This design comes from an exercise in tuning for small area, a short achievable clock period and few clock cycles on the open sky130 flow, not from production work.
Where RTL was checked, it was by simulation tests only, not by an equivalence proof against the original.

Design div32, start of the top module:
module div32(
    input clk,
    input rst,
    input start,
    input [31:0] dividend,
    input [31:0] divisor,
    output [31:0] quotient,
    output [31:0] remainder,
    output reg finish
);
export LEC_CHECK = 0
export ABC_AREA = 1
export CAP_MARGIN = 20
export CORE_MARGIN = 2
export CORE_UTILIZATION = 40
export PLACE_DENSITY = 0.6
export SETUP_SLACK_MARGIN = 2.4
export SLEW_MARGIN = 20
create_clock -name core_clock -period 5.0 [get_ports {clk}]
standard.sh (not shown) runs the stock make flow with config.mk's settings and CLKGATE_MAP_FILE= SYNTH_SCRIPT=/design/flow/synth_recipe.tcl, a recipe that flattens the netlist after the stock synthesis.
==> flow/flow/run.sh <==
#!/bin/bash
# Standard layout, with plain buffers on the ports instead of the default delay-cell buffers.
set -euo pipefail
bash standard.sh BUFFER_PORTS_ARGS="-buffer_cell sky130_fd_sc_hd__buf_1" finish > standard.log 2>&1
==> next run, changes <==
- SETUP_SLACK_MARGIN: 2.4 -> 2.7
Routed wire length rose by 2.5%.
Clock-buffer cell count is unchanged.
Design area rose by 3.6%.
==> next run, changes <==
- SETUP_SLACK_MARGIN: 2.7 -> 2.0
Outcome: Non-clock buffer count shrinks by 46. Setup slack improves by 0.014 ns. Die area stays the same.
No run of this note included a check of the RTL's function; only the layout flow was run.


div32, a different RTL version from the one above (not shown whole).
For scale: ~130 I/O pins, about 8300 um2 of cells after synthesis.
==> flow/config.mk <==
export PLATFORM = sky130hd
export DESIGN_NAME = div32
export DESIGN_NICKNAME = div32
export VERILOG_FILES = /design/flow/design.v
export SDC_FILE = /design/flow/constraint.sdc
export NUM_CORES = 8
export LEC_CHECK = 0
export ABC_AREA = 1
export CAP_MARGIN = 20
export CORE_MARGIN = 2
export CORE_UTILIZATION = 40
export CTS_BUF_LIST = sky130_fd_sc_hd__clkbuf_8
export PLACE_DENSITY = 0.6
export SETUP_SLACK_MARGIN = 2.8
export SLEW_MARGIN = 20
==> flow/constraint.sdc <==
create_clock -name core_clock -period 5.0 [get_ports {clk}]
set_input_delay 1.0000 -clock core_clock [delete_from_list [all_inputs] [get_ports {clk}]]
set_output_delay 1.0000 -clock core_clock [all_outputs]
set_load 0.01 [all_outputs]
==> flow/flow/run.sh <==
#!/bin/bash
# Standard layout, with plain buffers on the ports instead of the default delay-cell buffers.
set -euo pipefail
bash standard.sh BUFFER_PORTS_ARGS="-buffer_cell sky130_fd_sc_hd__buf_2" finish > standard.log 2>&1
The baseline finished clean.
Testbench counts at the start, summed over its fixed seeds: cycles 47,977.
==> next run, changes <==
==> flow/flow/run.sh (replaced) <==
#!/bin/bash
# Standard layout, with plain buffers on the ports instead of the default delay-cell buffers.
set -euo pipefail
bash standard.sh BUFFER_PORTS_ARGS="-buffer_cell sky130_fd_sc_hd__buf_1" finish > standard.log 2>&1
--- a/flow/config.mk
+++ b/flow/config.mk
@@ -12,0 +13 @@
+export CTS_CLUSTER_SIZE = 10
@@ -14 +15 @@
-export SETUP_SLACK_MARGIN = 2.8
+export SETUP_SLACK_MARGIN = 2.7
What happened: Worst setup slack stays flat; fmax barely changes; clock skew is about the same; via count fell by 0.31%; routed wire length fell by about 1.8%; synthesized area does not change; synthesized cell count is unchanged; final area fell by 5.4%; register-to-register slack is worse by 30 ps.
==> next run, changes <==
--- a/flow/config.mk
+++ b/flow/config.mk
@@ -12,2 +12 @@
-export CTS_BUF_LIST = sky130_fd_sc_hd__clkbuf_8
-export CTS_CLUSTER_SIZE = 10
+export MAX_ROUTING_LAYER = met5
After rerunning:
- The changed run produced a clean layout
- design area increases by 1.4%
- global-route usage barely changes
- register-to-register slack degrades by 50 ps
- wire length goes up by 0.78%
- non-clock buffer count goes up by 4
==> next run, changes <==
==> flow/flow/run.sh (replaced) <==
#!/bin/bash
# Standard layout with plain buffers on the ports and no gate cloning in the timing repair.
set -euo pipefail
bash standard.sh BUFFER_PORTS_ARGS="-buffer_cell sky130_fd_sc_hd__buf_1" SKIP_GATE_CLONING=1 finish > standard.log 2>&1
--- a/flow/config.mk
+++ b/flow/config.mk
@@ -12 +11,0 @@
-export MAX_ROUTING_LAYER = met5
@@ -14 +13 @@
-export SETUP_SLACK_MARGIN = 2.7
+export SETUP_SLACK_MARGIN = 2.6
The new run completed with no timing, DRC or antenna violations.
Die area does not change.
Count of clock-buffer cells in the layout stays the same.
Maximum frequency goes down by a few percent.
Register-to-register slack gets worse by 50 ps.


Starting RTL as in the previous note.
==> flow/design.v (excerpt) <==
module div32(
    input clk,
    input rst,
    input start,
    input [31:0] dividend,
    input [31:0] divisor,
    output [31:0] quotient,
    output [31:0] remainder,
    output reg finish
);
export LEC_CHECK = 0
export ABC_AREA = 1
export CAP_MARGIN = 20
export CORE_MARGIN = 2
export CORE_UTILIZATION = 40
export CTS_BUF_LIST = sky130_fd_sc_hd__clkbuf_8
export GPL_ROUTABILITY_DRIVEN = 0
export PLACE_DENSITY = 0.6
export SETUP_SLACK_MARGIN = 2.7
export SLEW_MARGIN = 20
create_clock -name core_clock -period 5.0 [get_ports {clk}]
==> flow/flow/run.sh <==
#!/bin/bash
# Standard layout, with plain buffers on the ports instead of the default delay-cell buffers.
set -euo pipefail
bash standard.sh BUFFER_PORTS_ARGS="-buffer_cell sky130_fd_sc_hd__buf_1" finish > standard.log 2>&1
The starting point produced a clean layout.
Testbench counts at the start, summed over its fixed seeds: cycles 47,977.
Next try:
==> flow/flow/run.sh (replaced) <==
#!/bin/bash
# Standard layout with plain buffers on the ports, and a clock tree of sky130_fd_sc_hd__clkbuf_8 buffers
# without dummy loads.
set -euo pipefail
bash standard.sh BUFFER_PORTS_ARGS="-buffer_cell sky130_fd_sc_hd__buf_1" CTS_ARGS="-sink_clustering_enable -repair_clock_nets -buf_list sky130_fd_sc_hd__clkbuf_8 -dont_use_dummy_load" finish > standard.log 2>&1
Settings changed: CTS_BUF_LIST sky130_fd_sc_hd__clkbuf_8 to unset, GPL_ROUTABILITY_DRIVEN 0 to unset.
Global-route usage rose by 0.53 points.
Worst hold slack improves by 0.021 ns.
Design area rose slightly.
Via count rose slightly.
Maximum frequency rose slightly.
Sequential share of layout area fell by 0.26 points.
Next try:
==> flow/flow/run.sh (replaced) <==
#!/bin/bash
# Standard layout, with plain buffers on the ports instead of the default delay-cell buffers.
set -euo pipefail
bash standard.sh BUFFER_PORTS_ARGS="-buffer_cell sky130_fd_sc_hd__buf_1" finish > standard.log 2>&1
Settings changed: SETUP_SLACK_MARGIN 2.7 to 2.8.
Result: Global-route usage climbs by 0.16 points; routed wire length goes up by 2.5%; cell area rose by 5.0%; worst hold slack gets better by 0.030 ns; non-clock buffer count goes up by 15; final cell count came out higher by 1.3%; worst setup slack improves by 0.023 ns; area after synthesis is unchanged; sequential share of layout area shrinks by 0.99 points.


tundra:
div32 again, from the RTL that the note above started with.
Settings: LEC_CHECK=0, ABC_AREA=1, CAP_MARGIN=20, CORE_MARGIN=2, CORE_UTILIZATION=40, CTS_BUF_LIST=sky130_fd_sc_hd__clkbuf_8, GPL_TIMING_DRIVEN=0, PLACE_DENSITY=0.6, SETUP_SLACK_MARGIN=2.7, SLEW_MARGIN=20; clock period 5.0 ns.
==> flow/flow/run.sh <==
#!/bin/bash
# Standard layout, with plain buffers on the ports instead of the default delay-cell buffers.
set -euo pipefail
bash standard.sh BUFFER_PORTS_ARGS="-buffer_cell sky130_fd_sc_hd__buf_1" finish > standard.log 2>&1
tundra has completed all stages; timing, DRC and antenna checks passed.
Testbench counts of tundra, summed over its fixed seeds: cycles 47,977.
The inputs of nickel differ from those of tundra as listed below.
# tundra
export LEC_CHECK = 0
export ABC_AREA = 1
export CAP_MARGIN = 20
export CORE_MARGIN = 2
export CORE_UTILIZATION = 40
export CTS_BUF_LIST = sky130_fd_sc_hd__clkbuf_8
export GPL_TIMING_DRIVEN = 0
export PLACE_DENSITY = 0.6
export SETUP_SLACK_MARGIN = 2.7
export SLEW_MARGIN = 20
create_clock -name core_clock -period 5.0 [get_ports {clk}]
# nickel
export LEC_CHECK = 0
export ABC_AREA = 1
export CAP_MARGIN = 20
export CORE_MARGIN = 2
export CORE_UTILIZATION = 40
export CTS_BUF_LIST = sky130_fd_sc_hd__clkbuf_8
export PLACE_DENSITY = 0.6
export SETUP_SLACK_MARGIN = 2.8
export SLEW_MARGIN = 20
create_clock -name core_clock -period 5.0 [get_ports {clk}]
Notes after the runs:
Cell type of the slowest stage on the worst timing path: sky130_fd_sc_hd__dfxtp_1 -> nickel, sky130_fd_sc_hd__nor2_2 -> tundra
The final critical-path required period of nickel was superior to that of tundra.
The critical path depth of nickel exceeds that of tundra by 3.
tundra → nickel: wire length of the first global-routing pass fell by about 1.5%, multi-input combinational gate total stayed essentially flat, slack of the worst reg-to-reg path rose by 30 ps.
Modified inputs, raven compared to nickel
# nickel
export LEC_CHECK = 0
export ABC_AREA = 1
export CAP_MARGIN = 20
export CORE_MARGIN = 2
export CORE_UTILIZATION = 40
export CTS_BUF_LIST = sky130_fd_sc_hd__clkbuf_8
export PLACE_DENSITY = 0.6
export SETUP_SLACK_MARGIN = 2.8
export SLEW_MARGIN = 20
create_clock -name core_clock -period 5.0 [get_ports {clk}]
# raven
export LEC_CHECK = 0
export ABC_AREA = 1
export CAP_MARGIN = 20
export CORE_MARGIN = 2
export CORE_UTILIZATION = 40
export CTS_BUF_LIST = sky130_fd_sc_hd__clkbuf_8
export PLACE_DENSITY = 0.6
export SETUP_SLACK_MARGIN = 2.65
export SLEW_MARGIN = 20
create_clock -name core_clock -period 5.0 [get_ports {clk}]
[summary]
Measured against each other, raven and nickel differ in worst hold margin, the lower figure coming from nickel.
The last weighted congestion value of the routability-driven placer reported for raven is greater than that of nickel by about 1.4%.
In the final reports, the cell area of raven is smaller than that of nickel.
Per the comparison of raven with nickel, layout multi-input combinational cell count neither gained nor lost much.
Comparing post-detailed-routing wire length for raven and nickel, the smaller number came from raven.
Reported for raven and nickel, post-synthesis instance area turned out identical to the last digit.
Delta (raven minus nickel): largest stage delay on the critical path went up; count of nets after finishing -21.
Inputs modified between raven and willow:
# raven
export LEC_CHECK = 0
export ABC_AREA = 1
export CAP_MARGIN = 20
export CORE_MARGIN = 2
export CORE_UTILIZATION = 40
export CTS_BUF_LIST = sky130_fd_sc_hd__clkbuf_8
export PLACE_DENSITY = 0.6
export SETUP_SLACK_MARGIN = 2.65
export SLEW_MARGIN = 20
create_clock -name core_clock -period 5.0 [get_ports {clk}]
# willow
export LEC_CHECK = 0
export ABC_AREA = 1
export ABC_CLOCK_PERIOD_IN_PS = 2200
export CAP_MARGIN = 20
export CORE_MARGIN = 2
export CORE_UTILIZATION = 40
export CTS_BUF_LIST = sky130_fd_sc_hd__clkbuf_8
export PLACE_DENSITY = 0.6
export SETUP_SLACK_MARGIN = 2.7
export SLEW_MARGIN = 20
create_clock -name core_clock -period 5.0 [get_ports {clk}]
Notes after the runs:
For willow, the worst setup path endpoint was d[30], unlike raven, where it was d[31].
Looking at achievable clock frequency, willow sits 4.6% higher than raven does.
Highest fanout seen on the critical path, willow and raven: smaller value in willow
Setup WNS raven -> willow: better

[afterwards: timing with drivers on the ports]
In the flow no input, the clock included, has a driving cell. The finished layouts below were timed again as built, in two steps.
Step 1 (the two cells are an assumption about what drives the block):
set clk [get_ports {clk}]
set_driving_cell -lib_cell sky130_fd_sc_hd__clkbuf_16 $clk
set_driving_cell -lib_cell sky130_fd_sc_hd__buf_2 [delete_from_list [all_inputs] $clk]
Step 2, shift: input delay + t, output delay - t, t = (earliest + latest rising clock arrival at the registers) / 2. This alone moves slack from input paths to output paths.
a / b / c = ideal / step 1 / step 2; a / b = the first two.
| run | t, ns | slack for setup (ns) | clock arrival spread, ns | worst data-port slew with drivers (ns) | pins driven straight from the clock port |
|---|---|---|---|---|---|
| the first run of note 1 | 0.430 | 0.639 / 0.639 / 0.639 | 0.012 / 0.011 | 0.04 | 1 |
| the second run of note 1 | 0.429 | 0.662 / 0.662 / 0.662 | 0.014 / 0.014 | 0.05 | 1 |
| the third run of note 1 | 0.429 | 0.676 / 0.676 / 0.676 | 0.012 / 0.012 | 0.04 | 1 |
| the first run of note 2 | 0.447 | 2.809 / 2.808 / 2.361 | 0.016 / 0.016 | 0.05 | 1 |
| the second run of note 2 | 0.447 | 2.809 / 2.809 / 2.402 | 0.015 / 0.015 | 0.06 | 1 |
| the third run of note 2 | 0.409 | 2.759 / 2.759 / 2.405 | 0.010 / 0.010 | 0.06 | 1 |
| the fourth run of note 2 | 0.409 | 2.650 / 2.661 / 2.252 | 0.010 / 0.010 | 0.06 | 1 |
| the first run of note 3 | 0.436 | 2.780 / 2.785 / 2.349 | 0.012 / 0.012 | 0.06 | 1 |
| the second run of note 3 | 0.435 | 2.809 / 2.809 / 2.399 | 0.028 / 0.028 | 0.06 | 1 |
| the third run of note 3 | 0.405 | 2.832 / 2.845 / 2.440 | 0.007 / 0.007 | 0.06 | 1 |
| tundra | 0.443 | 2.763 / 2.771 / 2.329 | 0.014 / 0.015 | 0.06 | 1 |
| nickel | 0.436 | 2.814 / 2.814 / 2.425 | 0.010 / 0.011 | 0.06 | 1 |
| raven | 0.446 | 2.709 / 2.714 / 2.268 | 0.014 / 0.015 | 0.06 | 1 |
| willow | 0.447 | 2.809 / 2.809 / 2.402 | 0.015 / 0.015 | 0.06 | 1 |
After both steps every run listed still meets setup and hold. The setup slack of the first run of note 2, which loses most, moves by -0.001 ns with the drivers and by -0.448 ns with both steps.
